Background: an optimization exercise with open tools, aiming at small area and a short achievable clock period. Do not read the settings as production practice.
In this exercise RTL edits were held to simulation tests only and were not proved equivalent to the original.

==> flow/design.v (outline; a module is shown in full before it is edited, if it fits) <==
// module mult16_top: 17 lines
// module mul_aoi21: 3 lines
// module mul_fa: 4 lines
// module mul_inv: 3 lines
// module mul_mux2i: 3 lines
// module mul_nand2: 3 lines
// module mul_nor2: 3 lines
// module mul_oai21: 3 lines
// module mul_xnor2: 3 lines
// module mul_xor2: 3 lines
// module multiplier_16bit: 1892 lines
module mult16_top (
  input         clk,
  input  [15:0] a,
  input  [15:0] b,
  output [31:0] p
);
  // ...
==> flow/flow/run.sh <==
#!/bin/bash
# The standard layout (the standard.sh), except that the input and output
# port buffers are buf_2 cells. All of the flow's output goes to standard.log.
set -e
export BUFFER_PORTS_ARGS="-buffer_cell sky130_fd_sc_hd__buf_2"
bash standard.sh > standard.log 2>&1
==> flow/standard.sh <==
#!/bin/bash
# synth_recipe.tcl (not shown) runs the flow's synth.tcl, then flattens the netlist and writes it again
# the make line also repeats each setting of config.mk as NAME=value (left out here)
make -C /OpenROAD-flow-scripts/flow DESIGN_CONFIG=/design/flow/config.mk WORK_HOME=/design/flow/orfs CLKGATE_MAP_FILE= SYNTH_SCRIPT=/design/flow/synth_recipe.tcl "${@:-finish}"
==> flow/config.mk <==
export PLATFORM = sky130hd
export DESIGN_NAME = mult16_top
export DESIGN_NICKNAME = mult16_top
export VERILOG_FILES = /design/flow/design.v
export SDC_FILE = /design/flow/constraint.sdc
export NUM_CORES = 4
export LEC_CHECK = 0
export CAP_MARGIN = 20
export CORE_MARGIN = 2
export CORE_UTILIZATION = 40
export CTS_BUF_LIST = sky130_fd_sc_hd__clkbuf_4 sky130_fd_sc_hd__clkbuf_8
export CTS_CLUSTER_DIAMETER = 200
export CTS_CLUSTER_SIZE = 32
export SLEW_MARGIN = 20
export SYNTH_HIERARCHICAL = 1
export SYNTH_MINIMUM_KEEP_SIZE = 0
==> flow/constraint.sdc <==
create_clock -name core_clock -period 15.0 [get_ports {clk}]
set_input_delay 3.0000 -clock core_clock [delete_from_list [all_inputs] [get_ports {clk}]]
set_output_delay 3.0000 -clock core_clock [all_outputs]
set_load 0.01 [all_outputs]
==> impl_metrics.ini, run 1 <==
[place]
gp_congestion = 0.849
place_inst = 1243

[hold_path]
hold_depth = 2
hold_start = a_r[0]

[floorplan]
die_w_microns = 149

[layout]
layout_commonest_cell = nor2_1
nFlopsAndLatches = 64
seq_share_pct = 14.1
clkbuf_count = 9
final_cell_mix = nor2_1 (288), fa_1 (178), inv_1 (139), xnor2_1 (91)

[outcome]
outcome = no timing/DRC/antenna violations

[critical_path]
path_delay_family = adder cells
critPathCaptureType = register
r2r_end = p_r[29]
path_class = reg2reg
crit_buf_inv = 1
path_depth = 16
r2r-start = b_r[11]
arrival_ns = 5.33
cp-endpoint = p_r[29]

[sta]
fin_tns_setup_ns = 0
max_slew_margin_pct = 67.0
hold_viol = 0
max_freq_ghz = 0.199

[synth]
synth-edff-count = 0
synth_top_family_by_area = adder cells
synth_seq_area_share_pct = 15.2
synthTopCellsByArea = fa_1 (42%), dfxtp_1 (15%), nor2_1 (13%), xnor2_1 (9.5%), inv_1 (6.2%)

[clock_tree]
htreeDepth = 3
cts-root-buf = clkbuf_8

[detailed_routing]
drt-vias-per-instance = 4.80
drc = 0
drtAntennaViolNets = 0

[grt]
gr-max-usage-layer = met2
==> inputs of run 2 (changes only) <==
==> flow/flow/run.sh (replaced) <==
#!/bin/bash
# The standard layout (the standard.sh), except that the input and output
# port buffers are buf_2 cells and clock tree synthesis inserts no dummy loads.
# All of the flow's output goes to standard.log.
set -e
export BUFFER_PORTS_ARGS="-buffer_cell sky130_fd_sc_hd__buf_2"
export CTS_ARGS="-sink_clustering_enable -repair_clock_nets -dont_use_dummy_load -buf_list sky130_fd_sc_hd__clkbuf_8 -sink_clustering_size 64 -sink_clustering_max_diameter 300"
bash standard.sh > standard.log 2>&1
--- a/flow/config.mk
+++ b/flow/config.mk
@@ -8,9 +8,9 @@
 export CAP_MARGIN = 20
 export CORE_MARGIN = 2
 export CORE_UTILIZATION = 40
-export CTS_BUF_LIST = sky130_fd_sc_hd__clkbuf_4 sky130_fd_sc_hd__clkbuf_8
-export CTS_CLUSTER_DIAMETER = 200
-export CTS_CLUSTER_SIZE = 32
+export CTS_BUF_LIST = sky130_fd_sc_hd__clkbuf_8
+export CTS_CLUSTER_DIAMETER = 300
+export CTS_CLUSTER_SIZE = 64
 export SLEW_MARGIN = 20
 export SYNTH_HIERARCHICAL = 1
 export SYNTH_MINIMUM_KEEP_SIZE = 0
==> impl_metrics.ini, run 2 <==
[critical_path]
arrival_ns = 5.24
critPathCaptureType = register
crit_slowest_cell = fa_1
crit_top_cell = fa_1
critPathRequiredTime_ns = 15.23
cp-endpoint = p_r[29]
r2r-start = b_r[7]
path_cells = inv_1 -> nor2_1 -> fa_1 -> fa_1 -> fa_1 -> fa_1 -> xnor2_1 -> xnor2_1 -> nand2_1 -> xnor2_1 -> mux2i_1 -> xor2_1 -> nand2_1 -> nor2_1 -> a21oi_2 -> o21ai_1 -> a21oi_2 -> xor2_1
r2r_end = p_r[29]
r2r_cells = 18
crit_buf_inv = 1
reg2reg_slack_ns = 9.99
path_max_fanout = 10
path_class = reg2reg
path_delay_family = adder cells
startpoint_type = register
critPathLaunch = b_r[7]
path_depth = 18
slowest_delay_ns = 0.45

[grt]
antenna_found_initial = 0
grt_pass1_vias = 6759
grt_max_degree = 14
grt-ovfl-total = 0
grt_usage_pct = 19.8
grt_pass1_wl_microns = 33500

[sta]
hold_viol = 0
fin_tns_setup_ns = 0
holdWs_ns = 0.640
period_needed_ns = 5.01
setup_slack_ns = 9.99
setup_viol = 0
slew_viol_final = 0
max_slew_margin_pct = 67.4
min_period_over_period_pct = 33.4
rsz0062_at_grt = false
tightest_slew_ns = 0.486
clock_skew_ns = 0.0240
max_freq_ghz = 0.200

[place]
io_buffers = 64
dp.final_hpwl_microns = 16300
post-place-ws_ns = 9.91
gp_congestion = 0.849

[synth]
synth_cells = 936
synth.most_common_cell = nor2_1
synthFlopType = dfxtp_1
synth_seq_area_share_pct = 15.2
syn_area_sq_mm = 0.00843
synth_area_leader_cell = fa_1
synth-edff-count = 0
syn_avg_cell_area_sq_um = 9.01
async_flop_share_pct = 0
synth_common_cells = nor2_1 (288), fa_1 (178), inv_1 (139), xnor2_1 (91), dfxtp_1 (64)
yosysWarnings = 7
synth_top_area_share_pct = 42.3
ys_ff_latch = 64
synthTopCellsByArea = fa_1 (42%), dfxtp_1 (15%), nor2_1 (13%), xnor2_1 (9.5%), inv_1 (6.2%)
syn_nets = 1147
synth_cell_type_count = 11

[clock_tree]
cts.sinks = 64
cts-root-buf = clkbuf_8
clkTransAtPathRegs_ns = 0.08
htreeDepth = 3
insertion_delay_ns = 0.37
cts_resized = 0
cts_setup_buffers = 0
hold_buffers = 0
cts_buffers = 9
clockBufferDepth = 2
cts_tree = built

[layout]
layout_commonest_cell = nor2_1
largest_register_ffs = 32
final_cell_mix = nor2_1 (288), fa_1 (178), inv_1 (139), xnor2_1 (91)
regMostFlops = p_r
syn_to_final_growth_pct = 6.50
antenna-diode-count = 0
final_net_count = 1190
drive_gt1_share_pct = 10.2
top_regs = p_r (32), a_r (16), b_r (16)

[detailed_routing]
drc = 0
drtIter0Drc = 311
drtAntennaViolNets = 0
drt-vias-per-instance = 4.82
wl_microns = 19800
vias = 6040
drt_pass1_iterations = 5
wire_per_inst_microns = 15.8

[floorplan]
dieArea_sq_mm = 0.0223
die_w_microns = 149
design.core.area_sq_mm = 0.0208
row_count = 53
io_pins = 65
start_util_pct = 40.5
die_h_microns = 149

[run]
drv_cap = 0

[outcome]
outcome = no timing/DRC/antenna violations

[hold_path]
min_path_type = reg2reg
## run 2: cells by family (layout without fill, tap and decap cells)
family	Yosys count	after routing	share of synthesized area (%)
simple gates	332	332	14.8
buf+inv	171	212	9.04
fa+ha+maj	178	178	42.3
xor+xnor	108	108	11.2
flops	64	64	15.2
compound gates	60	60	4.76
mux	23	23	2.73
## run 2: Yosys stat by module (local to each module, per instance)
module	cells inside	copies in the design	cell area [sq um]
mul_aoi21	1	27	8.76
mul_fa	1	178	20.0
mul_inv	1	139	3.75
mul_mux2i	1	23	10.0
mul_nand2	1	44	3.75
mul_nor2	1	288	3.75
mul_oai21	1	33	5.00
mul_xnor2	1	91	8.76
mul_xor2	1	17	8.76
mult16_top	64	1	1280
multiplier_16bit	32	1	240
## run 2: metal layers
metal | share of wire (%) | track usage (%) | vias to the layer above
met3 | 5.0 | 3.03 | 46
met1 | 38 | 23.2 | 2984
li1 | - | - | 2817
met4 | 3.5 | 8.00 | 0
met2 | 53 | 36.0 | 193
met5 | 0 | 0 | -
## run 2: final cells by class
type                    instances  area (sq um)
clock buffers                   9           124
repair buffers                 64           320
fillers                      2144         11800
inverters                     139           522
well taps                     275           344
flip-flops and latches         64          1280
multi-input cells             701          6390
## run 2: worst min path at each step
stage          startpoint      to  slack (ns)  cells past startpoint
2_1_floorplan      a_r[0]  p_r[0]        0.61                      3
3_3_place_gp       a_r[0]  p_r[0]        0.61                      2
3_5_place_dp       a_r[0]  p_r[0]        0.62                      2
4_1_cts            a_r[0]  p_r[0]        0.64                      2
5_1_grt            a_r[0]  p_r[0]        0.68                      2
6_report           a_r[0]  p_r[0]        0.64                      2
## run 2: stage by stage
| step | utilization [%] | cells | instance area (sq um) |
|---|---|---|---|
| final | 43.1 | 1252 | 8980 |
| after global routing | 43.1 | 1252 | 8980 |
| after CTS | 43.1 | 1252 | 8980 |
| after detailed placement | 42.5 | 1243 | 8850 |
| after global placement | 42.5 | 1243 | 8850 |
| after floorplan | - | 936 | 8430 |
## run 2: tightest hold or removal path: stages (launching register included)
cell and delay (ns):
dfxtp_1 0.34, inv_1 0.13, nor2_1 0.13

==> re-timing with driven ports <==
In the flow no input, the clock included, has a driving cell. The finished layouts below were timed again as built, in two steps. Step 1 (the two cells are an assumption about what drives the block):
set clk [get_ports {clk}]
set_driving_cell -lib_cell sky130_fd_sc_hd__clkbuf_16 $clk
set_driving_cell -lib_cell sky130_fd_sc_hd__buf_2 [delete_from_list [all_inputs] $clk]
Step 2 also shifts input and output timing later by t, the mid clock arrival at the registers, as if the neighbouring blocks saw the same clock. Three values: no drivers, after step 1, after step 2; two values: the first two.
run | shift t [ns] | setup slack, ns | worst setup path at the end | slew at the worst register clock pin (ns) | worst data-port slew with drivers (ns)
run 1 | 0.414 | 9.968 / 9.968 / 9.968 | register to register | 0.11 / 0.11 | 0.05
run 2 | 0.399 | 9.995 / 9.995 / 9.995 | register to register | 0.09 / 0.09 | 0.05
After both steps every run listed still meets setup and hold.
